This is an optimization exercise on Yosys and OpenROAD, whose aim is small area, a short achievable clock period and few clock cycles, not a production implementation. RTL that was checked went through simulation tests only; none was proved equivalent to the original.

==> flow/design.v (excerpt) <==
module bas(clock,reset,load, seed_x,seed_y,iterations,x,y,x_extreme,y_extreme,out_value,done );
    input clock,reset,load;
    input [8:0] seed_x,seed_y;
    input [8:0] iterations;
    input [15:0] x,y;
    output signed [15:0] x_extreme,y_extreme;
    output signed [39:0] out_value;
    output reg done;
    reg [15:0] x_curr, y_curr;           
    reg signed [13:0] step_x, step_y;    
    reg signed [13:0] step_nx, step_ny;  
    reg [17:0] dl1, dl2, dr1, dr2;       
    reg ql1, ql2, qr1, qr2;              
    reg [32:0] value_curr;               
    reg [8:0] dir_x, dir_y;              
    reg [12:0] sense;                    
    reg [8:0] remain;
    reg run;
    reg first;                           
    reg [15:0] x_best, y_best;
    reg [32:0] value_best;
    reg value_init;                      
    wire [32:0] al, bl, ar, br;
    beetle_left_antenna ol(dl1, dl2, ql1, ql2, al, bl);
    beetle_left_antenna or_(dr1, dr2, qr1, qr2, ar, br);
    wire go_right;
    beetle_compare cmp(al, bl, ar, br, go_right);
    wire [32:0] odour_l = al + bl;
    wire [32:0] odour_r = ar + br;
    wire [15:0] x_l = x_curr + {{2{step_x[13]}}, step_x};
    wire [15:0] y_l = y_curr + {{2{step_y[13]}}, step_y};
    wire [15:0] x_r = x_curr - {{2{step_x[13]}}, step_x};
    wire [15:0] y_r = y_curr - {{2{step_y[13]}}, step_y};
    wire [17:0] ell1, ell2, elr1, elr2, erl1, erl2, err1, err2;
    wire qll1, qll2, qlr1, qlr2, qrl1, qrl2, qrr1, qrr2;
    beetle_position #(0) pll(x_l, y_l, step_nx, step_ny, ell1, ell2, qll1, qll2);
    beetle_position #(1) plr(x_l, y_l, step_nx, step_ny, elr1, elr2, qlr1, qlr2);
    beetle_position #(0) prl(x_r, y_r, step_nx, step_ny, erl1, erl2, qrl1, qrl2);
    beetle_position #(1) prr(x_r, y_r, step_nx, step_ny, err1, err2, qrr1, qrr2);
    wire signed [13:0] mul_x, mul_y;
    wire [14:0] sense3 = {2'b00, sense} + {1'b0, sense, 1'b0};
    beetle_right_antenna mulx(dir_x, sense, sense3, mul_x);
    beetle_right_antenna muly(dir_y, sense, sense3, mul_y);
    wire [8:0] dir_x_n, dir_y_n, seed_x_n, seed_y_n;
    lfsr lx(dir_x, dir_x_n);
    lfsr ly(dir_y, dir_y_n);
    lfsr lsx(seed_x, seed_x_n);
    lfsr lsy(seed_y, seed_y_n);
    assign x_extreme = x_best;
    assign y_extreme = y_best;
    assign out_value = {4'b0, {3{value_init}}, value_best};
    always @(posedge clock) begin
  ...
clock: 27.0 ns
lec_check: 0
abc_area: 1
cap_margin: 20
core_margin: 2
core_utilization: 45
place_density: 0.75
slew_margin: 20
standard.sh (not shown) runs the stock make flow with config.mk's settings and CLKGATE_MAP_FILE= SYNTH_SCRIPT=/design/flow/synth_recipe.tcl, a recipe that flattens the netlist after the stock synthesis.
==> flow/flow/run.sh <==
#!/bin/bash
# The standard layout, with timing repair aiming for 20 ns of setup slack
# at the design's clock period (over-fixing, as SETUP_SLACK_MARGIN does),
# on the worst 20% of endpoints.
set -euo pipefail
bash standard.sh SETUP_SLACK_MARGIN=20 TNS_END_PERCENT=20 finish > orfs_make.log 2>&1
Testbench counts at the start, summed over its fixed seeds: cycles 49,176.
Change:
Settings changed: CORE_UTILIZATION 45 to 60, PLACE_DENSITY 0.75 to unset.
Effect:
- worst hold slack got worse by 3.3 ps
- count of clock-buffer cells in the layout goes down by 3
- final area goes down by about 0.54%
- sequential cell count does not change
- global-route usage goes up by 9.9 points
- die area goes down by 25%
- setup slack got worse by 43 ps
- fmax goes down by about 0.6%
- non-clock buffer count goes up by 32

---

before:
Another version of the RTL of bas (not shown whole).
Size: ~300 flip-flops, roughly 140 I/O pins, roughly 58000 um2 of cells after synthesis.
Settings: LEC_CHECK=0, ABC_AREA=1, CAP_MARGIN=20, CORE_MARGIN=2, CORE_UTILIZATION=45, SLEW_MARGIN=20; clock period 27.0 ns.
==> flow/flow/run.sh <==
#!/bin/bash
# The standard layout, with timing repair aiming for 20.5 ns of setup slack
# at the design's clock period (over-fixing, as SETUP_SLACK_MARGIN does),
# on the worst 20% of endpoints, and buf_4 cells as the port buffers.
set -euo pipefail
bash standard.sh SETUP_SLACK_MARGIN=20.5 TNS_END_PERCENT=20 "BUFFER_PORTS_ARGS=-buffer_cell sky130_fd_sc_hd__buf_4" finish > orfs_make.log 2>&1
[inputs] after vs before
==> flow/flow/run.sh <==
#!/bin/bash
# The standard layout, with timing repair aiming for 20 ns of setup slack
# at the design's clock period (over-fixing, as SETUP_SLACK_MARGIN does),
# on the worst 20% of endpoints, and buf_4 cells as the port buffers.
set -euo pipefail
bash standard.sh SETUP_SLACK_MARGIN=20 TNS_END_PERCENT=20 "BUFFER_PORTS_ARGS=-buffer_cell sky130_fd_sc_hd__buf_4" finish > orfs_make.log 2>&1
### Flow results
[after] maximum frequency fell 2.2% relative to before
Relative to before, cell count decreased by 44 in after.
Compared to before, the routing of after uses less wire.
Looking at classification of the worst setup path, the reg -> reg result is from before; the in -> reg one comes from after.
For the number of stages on the worst setup path, after came in 22 lower than before did.
Area enclosed by the die boundary came out exactly the same in before and after.
Diff before -> after | minimum period implied by the final worst setup slack | increase of 0.15 ns
Worst setup slack for register-to-register paths, before and after, higher one = before.
No functional check of the RTL was part of any run of this note.

---

bas with an RTL version that a note above also has.
Size: ~6500 cells after synthesis, roughly 310 flip-flops, ~140 I/O pins, ~56000 um^2 of cells after synthesis.
==> flow/config.mk <==
export PLATFORM = sky130hd
export DESIGN_NAME = bas
export DESIGN_NICKNAME = bas
export VERILOG_FILES = /design/flow/design.v
export SDC_FILE = /design/flow/constraint.sdc
export NUM_CORES = 8
export LEC_CHECK = 0
export CAP_MARGIN = 20
export CORE_MARGIN = 2
export CORE_UTILIZATION = 45
export SLEW_MARGIN = 20
==> flow/constraint.sdc <==
create_clock -name core_clock -period 27.0 [get_ports {clock}]
set_input_delay 5.4000 -clock core_clock [delete_from_list [all_inputs] [get_ports {clock}]]
set_output_delay 5.4000 -clock core_clock [all_outputs]
set_load 0.01 [all_outputs]
==> flow/flow/run.sh <==
#!/bin/bash
# The standard layout, with timing repair aiming for 21 ns of setup slack
# at the design's clock period (over-fixing, as SETUP_SLACK_MARGIN does),
# on the worst 20% of endpoints.
set -euo pipefail
bash standard.sh SETUP_SLACK_MARGIN=21 TNS_END_PERCENT=20 finish > orfs_make.log 2>&1
Testbench counts at the start, summed over its fixed seeds: cycles 49,176.
Rerun with:
==> flow/flow/run.sh (replaced) <==
#!/bin/bash
# The standard layout, with timing repair aiming for 20 ns of setup slack
# at the design's clock period (over-fixing, as SETUP_SLACK_MARGIN does),
# on the worst 20% of endpoints.
set -euo pipefail
bash standard.sh SETUP_SLACK_MARGIN=20 TNS_END_PERCENT=20 finish > orfs_make.log 2>&1
- ABC_AREA: not set -> 1
What happened:
- wire length grows by about a fifth
- non-clock buffer count is lower by 18
- via count went up by about a fifth
- core utilization came out lower by 1.1 points
- sequential share of layout area went down by 0.38 points
- setup slack gains 0.45 ns
- count of clock-buffer cells in the layout grows by 5
Rerun with:
==> flow/flow/run.sh (replaced) <==
#!/bin/bash
# The standard layout, with timing repair aiming for 20 ns of setup slack
# at the design's clock period (over-fixing, as SETUP_SLACK_MARGIN does),
# on the worst 20% of endpoints, and buf_4 cells as the port buffers.
set -euo pipefail
bash standard.sh SETUP_SLACK_MARGIN=20 TNS_END_PERCENT=20 "BUFFER_PORTS_ARGS=-buffer_cell sky130_fd_sc_hd__buf_4" finish > orfs_make.log 2>&1
What happened: Worst setup slack improves by 0.021 ns; clock-buffer cell count drops by 4; critical path depth climbs by 5; sequential cell count stays the same; cell area drops by 0.38%; die area is unchanged; utilization drops by 0.20 points.
Rerun with:
==> flow/flow/run.sh (replaced) <==
#!/bin/bash
# The standard layout, with timing repair aiming for 20 ns of setup slack
# at the design's clock period (over-fixing, as SETUP_SLACK_MARGIN does),
# on the worst 20% of endpoints.
set -euo pipefail
bash standard.sh SETUP_SLACK_MARGIN=20 TNS_END_PERCENT=20 finish > orfs_make.log 2>&1
- ABC_AREA: 1 -> not set
Effect: The changed run completed with no timing, DRC or antenna violations. Final cell count shrinks by about a fifth. Sequential share of layout area grows by 0.33 points. Via count shrinks by about a fifth. Hold slack is worse by 0.0076 ns.

---

bas, a different RTL version from the one above (not shown whole).
Size in the first run: roughly 300 flip-flops, about 140 I/O pins, ~56,000 µm² of cells after synthesis.
Settings: LEC_CHECK=0, ABC_AREA=1, CAP_MARGIN=20, CORE_MARGIN=2, CORE_UTILIZATION=45, SLEW_MARGIN=20; clock period 27.0 ns.
==> flow/flow/run.sh <==
#!/bin/bash
# The standard layout, with timing repair aiming for 21 ns of setup slack
# at the design's clock period (over-fixing, as SETUP_SLACK_MARGIN does),
# on the worst 20% of endpoints, and buf_4 cells as the port buffers.
set -euo pipefail
bash standard.sh SETUP_SLACK_MARGIN=21 TNS_END_PERCENT=20 "BUFFER_PORTS_ARGS=-buffer_cell sky130_fd_sc_hd__buf_4" finish > orfs_make.log 2>&1
Testbench counts at the start, summed over its fixed seeds: cycles 49,176.
Then changed:
==> flow/flow/run.sh (replaced) <==
#!/bin/bash
# The standard layout, with timing repair aiming for 20 ns of setup slack
# at the design's clock period (over-fixing, as SETUP_SLACK_MARGIN does),
# on the worst 10% of endpoints, and sky130_fd_sc_hd__buf_1 cells as the port buffers.
set -euo pipefail
bash standard.sh SETUP_SLACK_MARGIN=20 TNS_END_PERCENT=10 "BUFFER_PORTS_ARGS=-buffer_cell sky130_fd_sc_hd__buf_1" finish > orfs_make.log 2>&1
- worst hold slack gains 0.0052 ns
- routed wire length climbs by 0.33%
- die area is unchanged
- design area went down by about 3.7%
- synthesized cell count stays the same
- final cell count is lower by 0.58%
- worst setup slack is worse by 0.14 ns
- count of clock-buffer cells in the layout decreases by 4
Then changed:
==> flow/flow/run.sh (replaced) <==
#!/bin/bash
# The standard layout, with timing repair aiming for 20.5 ns of setup slack
# at the design's clock period (over-fixing, as SETUP_SLACK_MARGIN does),
# on the worst 20% of endpoints, and buf_4 cells as the port buffers.
set -euo pipefail
bash standard.sh SETUP_SLACK_MARGIN=20.5 TNS_END_PERCENT=20 "BUFFER_PORTS_ARGS=-buffer_cell sky130_fd_sc_hd__buf_4" finish > orfs_make.log 2>&1
Settings changed: CORE_UTILIZATION 45 to 65.
Effect: The new run went through all stages and came out clean; wire length climbs by 6.2%; via count climbs by 8.4%; core utilization climbs by 24 points; first-iteration DRC count climbs by 63%; register-to-register slack gets worse by 0.98 ns; count of clock-buffer cells in the layout climbs by 1; final area climbs by 1.8%; clock skew climbs by 0.033 ns; sequential share of layout area drops by 0.13 points.

---

== job 9215 ==
Starting RTL as in the previous note.
export LEC_CHECK = 0
export ABC_AREA = 1
export CAP_MARGIN = 20
export CORE_MARGIN = 2
export CORE_UTILIZATION = 45
export SLEW_MARGIN = 20
create_clock -name core_clock -period 27.0 [get_ports {clock}]
==> flow/flow/run.sh <==
#!/bin/bash
# The standard layout, with timing repair aiming for 19.5 ns of setup slack
# at the design's clock period (over-fixing, as SETUP_SLACK_MARGIN does),
# on the worst 20% of endpoints, and sky130_fd_sc_hd__buf_4 cells as the port buffers.
set -euo pipefail
bash standard.sh SETUP_SLACK_MARGIN=19.5 TNS_END_PERCENT=20 "BUFFER_PORTS_ARGS=-buffer_cell sky130_fd_sc_hd__buf_4" finish > orfs_make.log 2>&1
Job 9215 | status: complete | timing, DRC, antenna: pass
Testbench counts of job 9215, summed over its fixed seeds: cycles 49,176.
Relative to job 9215, the following input files were edited for job 7289:
==> flow/flow/run.sh <==
#!/bin/bash
# The standard layout: floorplan with the default timing repair, then the rest
# with timing repair aiming for 20 ns of setup slack at the design's clock
# period (over-fixing, as SETUP_SLACK_MARGIN does) on the worst 10% of
# endpoints, and buf_2 cells as the port buffers.
set -euo pipefail
bash standard.sh "BUFFER_PORTS_ARGS=-buffer_cell sky130_fd_sc_hd__buf_2" floorplan > orfs_make_floorplan.log 2>&1
bash standard.sh SETUP_SLACK_MARGIN=20 TNS_END_PERCENT=10 "BUFFER_PORTS_ARGS=-buffer_cell sky130_fd_sc_hd__buf_2" finish > orfs_make.log 2>&1
Results
- Summary of job 7289 over job 9215: summed area of non-filler cells in the final layout went up, detailed-route via count went up, worst-case setup margin in the final layout went up, wire length reported by the detailed router went up, starting utilization of the core area did not really move.
- Job 9215 → job 7289: non-clock buffer count increased by 40% relative to the old numbers, post-route minimum period decreased by 0.38 ns relative to the old numbers.
diff inputs: job 7289 => job 5036
==> flow/flow/run.sh <==
#!/bin/bash
# The standard layout, with timing repair aiming for 20 ns of setup slack
# at the design's clock period (over-fixing, as SETUP_SLACK_MARGIN does),
# on the worst 10% of endpoints, and sky130_fd_sc_hd__buf_2 cells as the port buffers.
set -euo pipefail
bash standard.sh SETUP_SLACK_MARGIN=20 TNS_END_PERCENT=10 "BUFFER_PORTS_ARGS=-buffer_cell sky130_fd_sc_hd__buf_2" finish > orfs_make.log 2>&1
### Flow results
- Floorplan die width delta (job 5036 -> job 7289): insignificant
- Job 5036 -> job 7289: global-route usage delta 0, exact match
- Between job 7289 and job 5036, the difference in netlist area before placement is negligible.
- Job 7289 and job 5036 ended up with nearly the same initial antenna violation count.
- Comparing job 7289 against job 5036, there is no change at all in total clock buffers created by CTS.
- Diff job 7289..job 5036 | worst setup slack for register-to-register paths | negligible
- Wire length of job 5036 is on par with job 7289.
- Status: utilization parity (job 5036, job 7289)
- Between job 7289 and job 5036, the worst path required time figures differ only marginally.
> inputs changed (job 5036 -> job 3270)
Settings: CTS_BUF_LIST now sky130_fd_sc_hd__clkbuf_8, previously not set.
==> run notes <==
- Job 3270 ended up with reg -> reg as its startpoint-to-endpoint class of the critical path; job 5036 ended up with in -> reg.
- Job 3270 -> job 5036: synthesized netlist cell count delta 0, exact match
- Looking at job 5036 and job 3270, the wire length on met1 is a wash.
- | clock buffer count | higher: job 3270 |
- The share of the core filled with cells of job 3270 exceeds that of job 5036 by 0.25 points.
- [compare] base=job 5036 new=job 3270: total inserted antenna cells +3, required time at the worst-slack endpoint +0.18 ns, mux contribution to synthesized area ~0 delta, critical path depth +28.

---

Setup of v40:
Starting RTL as in the previous note.
## bas
module bas(clock,reset,load, seed_x,seed_y,iterations,x,y,x_extreme,y_extreme,out_value,done );
    input clock,reset,load;
    input [8:0] seed_x,seed_y;
    input [8:0] iterations;
    input [15:0] x,y;
    output signed [15:0] x_extreme,y_extreme;
    output signed [39:0] out_value;
    output reg done;
    reg [15:0] x_curr, y_curr;           
    reg signed [13:0] step_x, step_y;    
    reg signed [13:0] step_nx, step_ny;  
    reg [17:0] dl1, dl2, dr1, dr2;       
    reg ql1, ql2, qr1, qr2;              
    reg [32:0] value_curr;               
    reg [8:0] dir_x, dir_y;              
    reg [12:0] sense;                    
    reg [8:0] remain;
    reg run;
    reg first;                           
    reg [15:0] x_best, y_best;
    reg [32:0] value_best;
    reg value_init;                      
    wire [32:0] al, bl, ar, br;
    beetle_left_antenna ol(dl1, dl2, ql1, ql2, al, bl);
    beetle_left_antenna or_(dr1, dr2, qr1, qr2, ar, br);
    wire go_right;
    beetle_compare cmp(al, bl, ar, br, go_right);
    wire [32:0] odour_l = al + bl;
    wire [32:0] odour_r = ar + br;
    wire [15:0] x_l = x_curr + {{2{step_x[13]}}, step_x};
    wire [15:0] y_l = y_curr + {{2{step_y[13]}}, step_y};
    wire [15:0] x_r = x_curr - {{2{step_x[13]}}, step_x};
    wire [15:0] y_r = y_curr - {{2{step_y[13]}}, step_y};
    wire [17:0] ell1, ell2, elr1, elr2, erl1, erl2, err1, err2;
    wire qll1, qll2, qlr1, qlr2, qrl1, qrl2, qrr1, qrr2;
    wire signed [13:0] first_x = {{5{dir_x[8]}}, dir_x} + {{2{dir_x[8]}}, dir_x, 3'b000} + {dir_x[8], dir_x, 4'b0000};
    wire signed [13:0] first_y = {{5{dir_y[8]}}, dir_y} + {{2{dir_y[8]}}, dir_y, 3'b000} + {dir_y[8], dir_y, 4'b0000};
    wire signed [13:0] next_x = first ? first_x : step_nx;
    wire signed [13:0] next_y = first ? first_y : step_ny;
    beetle_position #(0) pll(x_l, y_l, next_x, next_y, ell1, ell2, qll1, qll2);
    beetle_position #(1) plr(x_l, y_l, next_x, next_y, elr1, elr2, qlr1, qlr2);
    beetle_position #(0) prl(x_r, y_r, next_x, next_y, erl1, erl2, qrl1, qrl2);
    beetle_position #(1) prr(x_r, y_r, next_x, next_y, err1, err2, qrr1, qrr2);
    wire signed [13:0] mul_x, mul_y;
    wire [14:0] sense3 = {2'b00, sense} + {1'b0, sense, 1'b0};
    wire [8:0] dir_x_n, dir_y_n;
    lfsr lx(dir_x, dir_x_n);
    lfsr ly(dir_y, dir_y_n);
  ...
clock: 27.0 ns
lec_check: 0
abc_area: 1
cap_margin: 20
core_margin: 2
core_utilization: 45
slew_margin: 20
==> flow/flow/run.sh <==
#!/bin/bash
# The standard layout, with timing repair aiming for 20 ns of setup slack
# at the design's clock period (over-fixing, as SETUP_SLACK_MARGIN does),
# on the worst 20% of endpoints, and buf_4 cells as the port buffers.
set -euo pipefail
bash standard.sh SETUP_SLACK_MARGIN=20 TNS_END_PERCENT=20 "BUFFER_PORTS_ARGS=-buffer_cell sky130_fd_sc_hd__buf_4" finish > orfs_make.log 2>&1
v40: done, clean on timing, DRC and antenna
Testbench counts of v40, summed over its fixed seeds: cycles 49,176.
Input-level comparison between v49 and v40:
==> flow/flow/run.sh <==
#!/bin/bash
# The standard layout, with timing repair aiming for 20.5 ns of setup slack
# at the design's clock period (over-fixing, as SETUP_SLACK_MARGIN does),
# on the worst 20% of endpoints, and buf_4 cells as the port buffers.
set -euo pipefail
bash standard.sh SETUP_SLACK_MARGIN=20.5 TNS_END_PERCENT=20 "BUFFER_PORTS_ARGS=-buffer_cell sky130_fd_sc_hd__buf_4" finish > orfs_make.log 2>&1
Notes after the runs:
- Die area essentially unchanged between v40 and v49.
- The final layout from v49, which completed every stage, passed the timing, DRC and antenna checks at the end of the flow.
- v49 ends up with higher fraction of layout cells with a size suffix above 1 than v40 does.
- The number of cells traversed by the worst register-to-register path of v49 exceeds that of v40 by 5.
- Taking v40 as the reference point, the fill cell instance count of the final layout of v49 falls by about 2.3%.
> inputs changed (v49 -> v37)
==> flow/flow/run.sh <==
#!/bin/bash
# The standard layout, with timing repair aiming for 20 ns of setup slack
# at the design's clock period (over-fixing, as SETUP_SLACK_MARGIN does),
# on the worst 10% of endpoints, and sky130_fd_sc_hd__buf_4 cells as the port buffers.
set -euo pipefail
bash standard.sh SETUP_SLACK_MARGIN=20 TNS_END_PERCENT=10 "BUFFER_PORTS_ARGS=-buffer_cell sky130_fd_sc_hd__buf_4" finish > orfs_make.log 2>&1
Results
- Per the comparison of v37 with v49, critical path depth in cells increased by 2 relative to the old numbers; count of input and output buffers closely matched the old numbers; first-pass GRT wire length decreased by 3.3 mm relative to the old numbers.
- The routed wire length of v37 is lower than that of v49.
- Measured against each other, v37 and v49 differ in final standard cell utilization of the core, the higher figure coming from v49.
- Against v49, final instance area in v37 came out better.
- | pre-CTS setup slack | v37 vs v49 | better |
- In the reports for v37 and v49, the larger data required time at the worst endpoint belongs to v37.
- From v37 to v49, number of antenna violations at the first check in global routing did not move at all.
- There was hardly any difference in storage element area between v37 and v49.

## afterwards: timing with drivers on the ports
How much do the figures lean on ideal ports? The routed layouts below were timed once more, with nothing changed but the port constraints. Step 1 assumes that a clkbuf_16 drives the clock port and a buf_2 every other input. Step 2 times the ports against the registers' clock, not the clock port: input delays grow and output delays shrink by t, the midpoint of the rising clock arrivals with the driver on. a / b / c = no drivers / after step 1 / after step 2; a / b = the first two.
run	t (ns)	setup WS [ns]	worst hold slack (ns)	latest minus earliest clock arrival (ns)
the first run of note 1	0.722	19.859 / 19.839 / 19.187	0.482 / 0.482 / 0.482	0.054 / 0.054
the second run of note 1	0.702	19.816 / 19.802 / 19.169	0.479 / 0.479 / 0.479	0.053 / 0.053
before	0.703	20.166 / 20.166 / 19.613	0.462 / 0.462 / 0.462	0.024 / 0.024
after	0.706	20.016 / 20.036 / 19.367	0.459 / 0.459 / 0.459	0.020 / 0.020
the first run of note 3	0.701	19.428 / 19.428 / 18.960	0.485 / 0.485 / 0.485	0.058 / 0.057
the second run of note 3	0.712	19.875 / 19.842 / 19.223	0.478 / 0.478 / 0.478	0.042 / 0.042
the third run of note 3	0.713	19.896 / 19.926 / 19.213	0.480 / 0.480 / 0.480	0.074 / 0.073
the fourth run of note 3	0.713	19.518 / 19.518 / 19.045	0.472 / 0.472 / 0.472	0.057 / 0.057
the first run of note 4	0.697	20.167 / 20.167 / 19.730	0.481 / 0.481 / 0.481	0.039 / 0.040
the second run of note 4	0.706	20.027 / 20.065 / 19.384	0.487 / 0.487 / 0.487	0.029 / 0.029
the third run of note 4	0.700	19.079 / 19.079 / 19.079	0.480 / 0.480 / 0.480	0.059 / 0.059
job 9215	0.702	19.668 / 19.668 / 19.092	0.488 / 0.488 / 0.488	0.055 / 0.055
job 7289	0.711	20.047 / 20.055 / 19.374	0.480 / 0.480 / 0.480	0.048 / 0.049
job 5036	0.711	20.047 / 20.055 / 19.374	0.480 / 0.480 / 0.480	0.048 / 0.049
job 3270	0.829	20.053 / 20.053 / 19.367	0.480 / 0.480 / 0.480	0.069 / 0.069
v40	0.697	20.054 / 20.054 / 19.433	0.490 / 0.490 / 0.490	0.055 / 0.056
v49	0.708	20.035 / 20.092 / 19.384	0.487 / 0.487 / 0.487	0.033 / 0.034
v37	0.698	20.020 / 20.074 / 19.381	0.490 / 0.490 / 0.490	0.050 / 0.051
After both steps every run listed still meets setup and hold. The setup slack of job 3270, which loses most, moves by 0.000 ns with the drivers and by -0.686 ns with both steps.
